This is an optimization exercise on Yosys and OpenROAD, whose aim is small area and a short achievable clock period, not a production implementation. The RTL was checked by simulation tests, not by an equivalence proof against the original design.

==> job 2693: inputs <==
## risc_v_superscalar
module risc_v_superscalar(
	input logic clk,
	input logic rst,
	output logic [27:0]  imem_line_addr,	 
	input  logic [127:0] imem_line,		 
	output logic [31:0]  cdb_data,
	output logic [5:0]   cdb_tag,
	output logic         cdb_valid,
	output logic         cdb_branch,
	output logic         cdb_branch_taken
);
localparam logic [6:0] OP_R    = 7'b0110011;
localparam logic [6:0] OP_I    = 7'b0010011;
localparam logic [6:0] OP_S    = 7'b0100011;
localparam logic [6:0] OP_B    = 7'b1100011;
localparam logic [6:0] OP_J    = 7'b1101111;
localparam logic [6:0] OP_U    = 7'b0010111;
localparam logic [6:0] OP_JALR = 7'b1100111;
localparam logic [6:0] OP_LW   = 7'b0000011;
localparam logic [6:0] OP_LUI  = 7'b0110111;
localparam logic [3:0] A_ADD  = 4'd0;
localparam logic [3:0] A_SUB  = 4'd1;
localparam logic [3:0] A_SLT  = 4'd2;
localparam logic [3:0] A_XOR  = 4'd3;
localparam logic [3:0] A_OR   = 4'd4;
localparam logic [3:0] A_AND  = 4'd5;
localparam logic [3:0] A_SLL  = 4'd6;    
localparam logic [3:0] A_SRL  = 4'd7;
localparam logic [3:0] A_SLLI = 4'd8;    
localparam logic [3:0] A_SRLI = 4'd9;
  ...
Settings: LEC_CHECK=0, CAP_MARGIN=30, CORE_MARGIN=2, CORE_UTILIZATION=40, CTS_CLUSTER_DIAMETER=100, CTS_CLUSTER_SIZE=20, PLACE_DENSITY=0.6, SLEW_MARGIN=30; clock period 95.0 ns.
standard.sh (not shown) runs the stock make flow with config.mk's settings and CLKGATE_MAP_FILE= SYNTH_SCRIPT=/design/flow/synth_recipe.tcl, a recipe that flattens the netlist after the stock synthesis.
==> flow/flow/run.sh <==
#!/bin/bash
# Layout flow. Every step is the standard flow (standard.sh), with these changes:
#  1. Synthesis: the standard synthesis runs first (synth_standard.log). Then the same
#     synthesis runs again in orfs_area/ with one file changed in a copy of ORFS's scripts:
#     abc_speed.script is replaced by abc_map.script, which is the same ABC script without its
#     last steps (buffering and gate sizing towards ABC's delay target) and with area recovery
#     in its last mapping; the layout's timing repair sizes the gates that need it.
#     match_regs.py checks that both netlists have the same registers (the same Q nets, each in
#     the same cell type) and names them as the standard synthesis does; only then does this
#     netlist replace the standard one. Otherwise the standard netlist is kept.
#  2. Layout (standard.log): the port buffers are buf_4 cells (buffer_ports picks a clkdlybuf4s50
#     delay cell otherwise), and timing repair (after CTS and after global routing) works on every
#     path longer than 20 ns. The constraints stay the design's (95 ns clock, same I/O delays).
# Each tool's output goes to the logs named above and ORFS's own logs under orfs*/logs.
set -euo pipefail
W=$PWD
R=$W/orfs/results/$FLOW_PLATFORM/risc_v_superscalar/base
RA=$W/orfs_area/results/$FLOW_PLATFORM/risc_v_superscalar/base

bash standard.sh synth > synth_standard.log 2>&1
cp "$R/1_2_yosys.v" netlist_standard.v

rm -rf scripts_area
cp -r "$FLOW_HOME/scripts" scripts_area
cp flow/abc_map.script scripts_area/abc_speed.script
sed -e "s#WORK_HOME=[^ ]*#WORK_HOME=$W/orfs_area SCRIPTS_DIR=$W/scripts_area#" standard.sh > synth_area.sh
if bash synth_area.sh synth > synth_area.log 2>&1 &&
   python3 flow/match_regs.py netlist_standard.v "$RA/1_2_yosys.v" netlist_area.v > match_regs.log 2>&1; then
  cp netlist_area.v "$R/1_2_yosys.v"
  rm -f "$R/1_synth.odb" "$R/1_synth.sdc"
  echo "area netlist used" >> match_regs.log
else
  echo "standard netlist kept" >> match_regs.log
fi

bash standard.sh "BUFFER_PORTS_ARGS=-buffer_cell sky130_fd_sc_hd__buf_4" SETUP_SLACK_MARGIN=75 finish > standard.log 2>&1
==> flow/flow/abc_map.script <==
&get -n
&st
&dch
&nf
&st
&syn2
&if -g -K 6
&synch2
&nf
&st
&syn2
&if -g -K 6
&synch2
&nf
&st
&syn2
&if -g -K 6
&synch2
&nf
&st
&syn2
&if -g -K 6
&synch2
&nf
&st
&syn2
&if -g -K 6
&synch2
&nf -R 1000
&put
Other scripts of this flow, unchanged in this note and not shown: flow/flow/match_regs.py
==> job 2417: changes against job 2693 <==
--- a/flow/design.v
+++ b/flow/design.v
@@ -610,41 +610,48 @@
 localparam logic [3:0] A_BEQ  = 4'd10;
 localparam logic [3:0] A_BNE  = 4'd11;
 localparam logic [3:0] A_BNO  = 4'd12;   
 logic rst_q;    
 always_ff @(posedge clk)
 	rst_q <= rst;
-logic [31:0] cq_data, cn_data;
-logic [5:0]  cq_tag, cn_tag;
-logic        cq_valid, cn_valid, cq_branch, cn_branch, cq_taken, cn_taken;
+logic [31:0] cp_data, cq_data, cn_data;
+logic [5:0]  cp_tag, cq_tag, cn_tag;
+logic        cp_valid, cq_valid, cn_valid, cp_branch, cq_branch, cn_branch, cp_taken, cq_taken, cn_taken;
 logic [31:0] pcq, pcq_n;    
 logic [31:0] pcx;           
 always_ff @(posedge clk or posedge rst) begin
 	if (rst) begin
-		cq_data   <= '0;
-		cq_tag    <= '0;
-		cq_valid  <= 1'b0;
-		cq_branch <= 1'b0;
-		cq_taken  <= 1'b0;
+		cp_data   <= '0;
+		cp_tag    <= '0;
+		cp_valid  <= 1'b0;
+		cp_branch <= 1'b0;
+		cp_taken  <= 1'b0;
 		pcx       <= 32'd0;
 	end else begin
-		cq_data   <= rst_q ? 32'd0 : cn_data;
-		cq_tag    <= rst_q ? 6'd0 : cn_tag;
-		cq_valid  <= ~rst_q & cn_valid;
-		cq_branch <= ~rst_q & cn_branch;
-		cq_taken  <= ~rst_q & cn_taken;
+		cp_data   <= rst_q ? 32'd0 : cn_data;
+		cp_tag    <= rst_q ? 6'd0 : cn_tag;
+		cp_valid  <= ~rst_q & cn_valid;
+		cp_branch <= ~rst_q & cn_branch;
+		cp_taken  <= ~rst_q & cn_taken;
 		pcx       <= rst_q ? 32'h000010 : (pcq_n ^ 32'h400000);
 	end
 end
+always_ff @(posedge clk) begin
+	cq_data   <= rst_q ? 32'd0 : cn_data;
+	cq_tag    <= rst_q ? 6'd0 : cn_tag;
+	cq_valid  <= ~rst_q & cn_valid;
+	cq_branch <= ~rst_q & cn_branch;
+	cq_taken  <= ~rst_q & cn_taken;
+end
 assign pcq              = pcx ^ 32'h400000;
 assign imem_line_addr   = pcq[31:4];
-assign cdb_data         = cq_data;
-assign cdb_tag          = cq_tag;
-assign cdb_valid        = cq_valid;
-assign cdb_branch       = cq_branch;
-assign cdb_branch_taken = cq_taken;
+assign cdb_data         = cp_data;
+assign cdb_tag          = cp_tag;
+assign cdb_valid        = cp_valid;
+assign cdb_branch       = cp_branch;
+assign cdb_branch_taken = cp_taken;
 logic [31:0] pco, pco_n;                  
 logic [2:0]  wpl, wpl_n;                  
 logic [4:0]  rp, rp_n;                    
 logic        jmp, jmp_n;                  
 logic        stall, stall_n;              
 logic [31:0] tgt, tgt_n;                  
==> job 6251: changes against job 2693 <==
--- a/flow/design.v
+++ b/flow/design.v
@@ -610,41 +610,48 @@
 localparam logic [3:0] A_BEQ  = 4'd10;
 localparam logic [3:0] A_BNE  = 4'd11;
 localparam logic [3:0] A_BNO  = 4'd12;   
 logic rst_q;    
 always_ff @(posedge clk)
 	rst_q <= rst;
-logic [31:0] cq_data, cn_data;
-logic [5:0]  cq_tag, cn_tag;
-logic        cq_valid, cn_valid, cq_branch, cn_branch, cq_taken, cn_taken;
+logic [31:0] cp_data, cq_data, cn_data;
+logic [5:0]  cp_tag, cq_tag, cn_tag;
+logic        cp_valid, cq_valid, cn_valid, cp_branch, cq_branch, cn_branch, cp_taken, cq_taken, cn_taken;
 logic [31:0] pcq, pcq_n;    
 logic [31:0] pcx;           
 always_ff @(posedge clk or posedge rst) begin
 	if (rst) begin
-		cq_data   <= '0;
-		cq_tag    <= '0;
-		cq_valid  <= 1'b0;
-		cq_branch <= 1'b0;
-		cq_taken  <= 1'b0;
+		cp_data   <= '0;
+		cp_tag    <= '0;
+		cp_valid  <= 1'b0;
+		cp_branch <= 1'b0;
+		cp_taken  <= 1'b0;
 		pcx       <= 32'd0;
 	end else begin
-		cq_data   <= rst_q ? 32'd0 : cn_data;
-		cq_tag    <= rst_q ? 6'd0 : cn_tag;
-		cq_valid  <= ~rst_q & cn_valid;
-		cq_branch <= ~rst_q & cn_branch;
-		cq_taken  <= ~rst_q & cn_taken;
+		cp_data   <= rst_q ? 32'd0 : cn_data;
+		cp_tag    <= rst_q ? 6'd0 : cn_tag;
+		cp_valid  <= ~rst_q & cn_valid;
+		cp_branch <= ~rst_q & cn_branch;
+		cp_taken  <= ~rst_q & cn_taken;
 		pcx       <= rst_q ? 32'h000010 : (pcq_n ^ 32'h400000);
 	end
 end
+always_ff @(posedge clk) begin
+	cq_data   <= rst_q ? 32'd0 : cn_data;
+	cq_tag    <= rst_q ? 6'd0 : cn_tag;
+	cq_valid  <= ~rst_q & cn_valid;
+	cq_branch <= ~rst_q & cn_branch;
+	cq_taken  <= ~rst_q & cn_taken;
+end
 assign pcq              = pcx ^ 32'h400000;
 assign imem_line_addr   = pcq[31:4];
-assign cdb_data         = cq_data;
-assign cdb_tag          = cq_tag;
-assign cdb_valid        = cq_valid;
-assign cdb_branch       = cq_branch;
-assign cdb_branch_taken = cq_taken;
+assign cdb_data         = cp_data;
+assign cdb_tag          = cp_tag;
+assign cdb_valid        = cp_valid;
+assign cdb_branch       = cp_branch;
+assign cdb_branch_taken = cp_taken;
 logic [31:0] pco, pco_n;                  
 logic [2:0]  wpl, wpl_n;                  
 logic [4:0]  rp, rp_n;                    
 logic        jmp, jmp_n;                  
 logic        stall, stall_n;              
 logic [31:0] tgt, tgt_n;                  
--- a/flow/flow/run.sh
+++ b/flow/flow/run.sh
@@ -1,16 +1,16 @@
 #!/bin/bash
 # Layout flow. Every step is the standard flow (standard.sh), with these changes:
 #  1. Synthesis: the standard synthesis runs first (synth_standard.log). Then the same
 #     synthesis runs again in orfs_area/ with one file changed in a copy of ORFS's scripts:
-#     abc_speed.script is replaced by abc_map.script, which is the same ABC script without its
-#     last steps (buffering and gate sizing towards ABC's delay target) and with area recovery
-#     in its last mapping; the layout's timing repair sizes the gates that need it.
-#     match_regs.py checks that both netlists have the same registers (the same Q nets, each in
-#     the same cell type) and names them as the standard synthesis does; only then does this
-#     netlist replace the standard one. Otherwise the standard netlist is kept.
+#     abc_speed.script is replaced by abc_map.script, which maps the logic for area, without
+#     ABC's buffering and gate sizing towards a delay target (timing repair in the layout sizes
+#     the gates that need it). match_regs.py checks that both netlists have the same registers
+#     (the same Q nets, each in the same cell type) and names them as the standard synthesis
+#     does; only then does this netlist replace the standard one. Otherwise the standard netlist
+#     is kept.
 #  2. Layout (standard.log): the port buffers are buf_4 cells (buffer_ports picks a clkdlybuf4s50
 #     delay cell otherwise), and timing repair (after CTS and after global routing) works on every
 #     path longer than 20 ns. The constraints stay the design's (95 ns clock, same I/O delays).
 # Each tool's output goes to the logs named above and ORFS's own logs under orfs*/logs.
 set -euo pipefail
 W=$PWD
==> flow/flow/abc_map.script (replaced) <==
strash
&get -n
&fraig -x
&put
scorr
dc2
strash
&get -n
&dch -f
&nf
&put
==> comparison table <==
Die Ht: job 6251 791 µm; job 2417 793 µm; job 2693 792 µm
Area of the mapped netlist: job 6251 248000 µm²; job 2417 249000 µm²; job 2693 248000 µm²
Arrival time at the worst endpoint: job 6251 1.59 ns; job 2417 1.70 ns; job 2693 1.89 ns
Clock period minus final worst setup slack: job 6251 20.59 ns; job 2417 20.70 ns; job 2693 20.89 ns
Synthesized area per cell: job 6251 11.7 µm²; job 2417 11.0 µm²; job 2693 11.0 µm²
Non-Clock Inverter Count: job 6251 780; job 2417 787; job 2693 830
Final wirelength: job 6251 976000 µm; job 2417 1120000 µm; job 2693 1100000 µm
Routability congestion estimate from global placement: job 6251 0.947; job 2417 1.01; job 2693 1.01
Met1 track demand over resource in global routing: job 6251 0.395; job 2417 0.435; job 2693 0.430
Final worst clock skew: job 6251 0.140 ns; job 2417 0.0986 ns; job 2693 0.183 ns
Initial core utilization: job 6251 0.401; job 2417 0.402; job 2693 0.401
X dimension of the die: job 6251 791 µm; job 2417 793 µm; job 2693 792 µm
Total core area: job 6251 618000 µm²; job 2417 620000 µm²; job 2693 619000 µm²
Post-layout util: job 6251 0.447; job 2417 0.451; job 2693 0.453
CTS buffer count: job 6251 315; job 2417 317; job 2693 316
Outcome: job 6251 timing/DRC/antenna clean; job 2417 failed layout checks; job 2693 timing/DRC/antenna clean
Layout check failures: job 6251 -; job 2417 antenna violations; job 2693 -
Antenna Violating Nets Remaining: job 6251 0; job 2417 2; job 2693 0
Area of the multi-input gates: job 6251 108000 µm²; job 2417 109000 µm²; job 2693 109000 µm²
Well-Tap Cells: job 6251 8148; job 2417 8293; job 2693 8293
Total Die Area: job 6251 626000 µm²; job 2417 629000 µm²; job 2693 627000 µm²
Met3 layer usage reported by global route: job 6251 0.0844; job 2417 0.118; job 2693 0.130
Number of sinks on the clock net: job 6251 5408; job 2417 5408; job 2693 5367

## afterwards: timing with drivers on the ports
In the flow no input, the clock included, has a driving cell. The finished layouts below were timed again as built, in two steps. Step 1 (the two cells are an assumption about what drives the block):
set clk [get_ports {clk}]
set_driving_cell -lib_cell sky130_fd_sc_hd__clkbuf_16 $clk
set_driving_cell -lib_cell sky130_fd_sc_hd__buf_2 [delete_from_list [all_inputs] $clk]
Step 2, shift: input delay + t, output delay - t, t = (earliest + latest rising clock arrival at the registers) / 2. This alone moves slack from input paths to output paths. Three values: no drivers, after step 1, after step 2; two values: the first two.
| run | t (ns) | slack for setup (ns) | hold slack, ns | clock arrival spread, ns | worst data-port slew with drivers (ns) |
|---|---|---|---|---|---|
| job 2693 | 1.218 | 74.109 / 73.951 / 74.220 | 0.286 / 0.286 / 0.286 | 0.189 / 0.188 | 0.12 |
| job 2417 | 1.197 | 74.299 / 74.160 / 74.785 | 0.306 / 0.306 / 0.306 | 0.103 / 0.104 | 0.12 |
| job 6251 | 1.177 | 74.410 / 74.265 / 74.635 | 0.277 / 0.277 / 0.277 | 0.145 / 0.145 | 0.11 |
The worst setup slack also covers recovery checks on asynchronous resets.
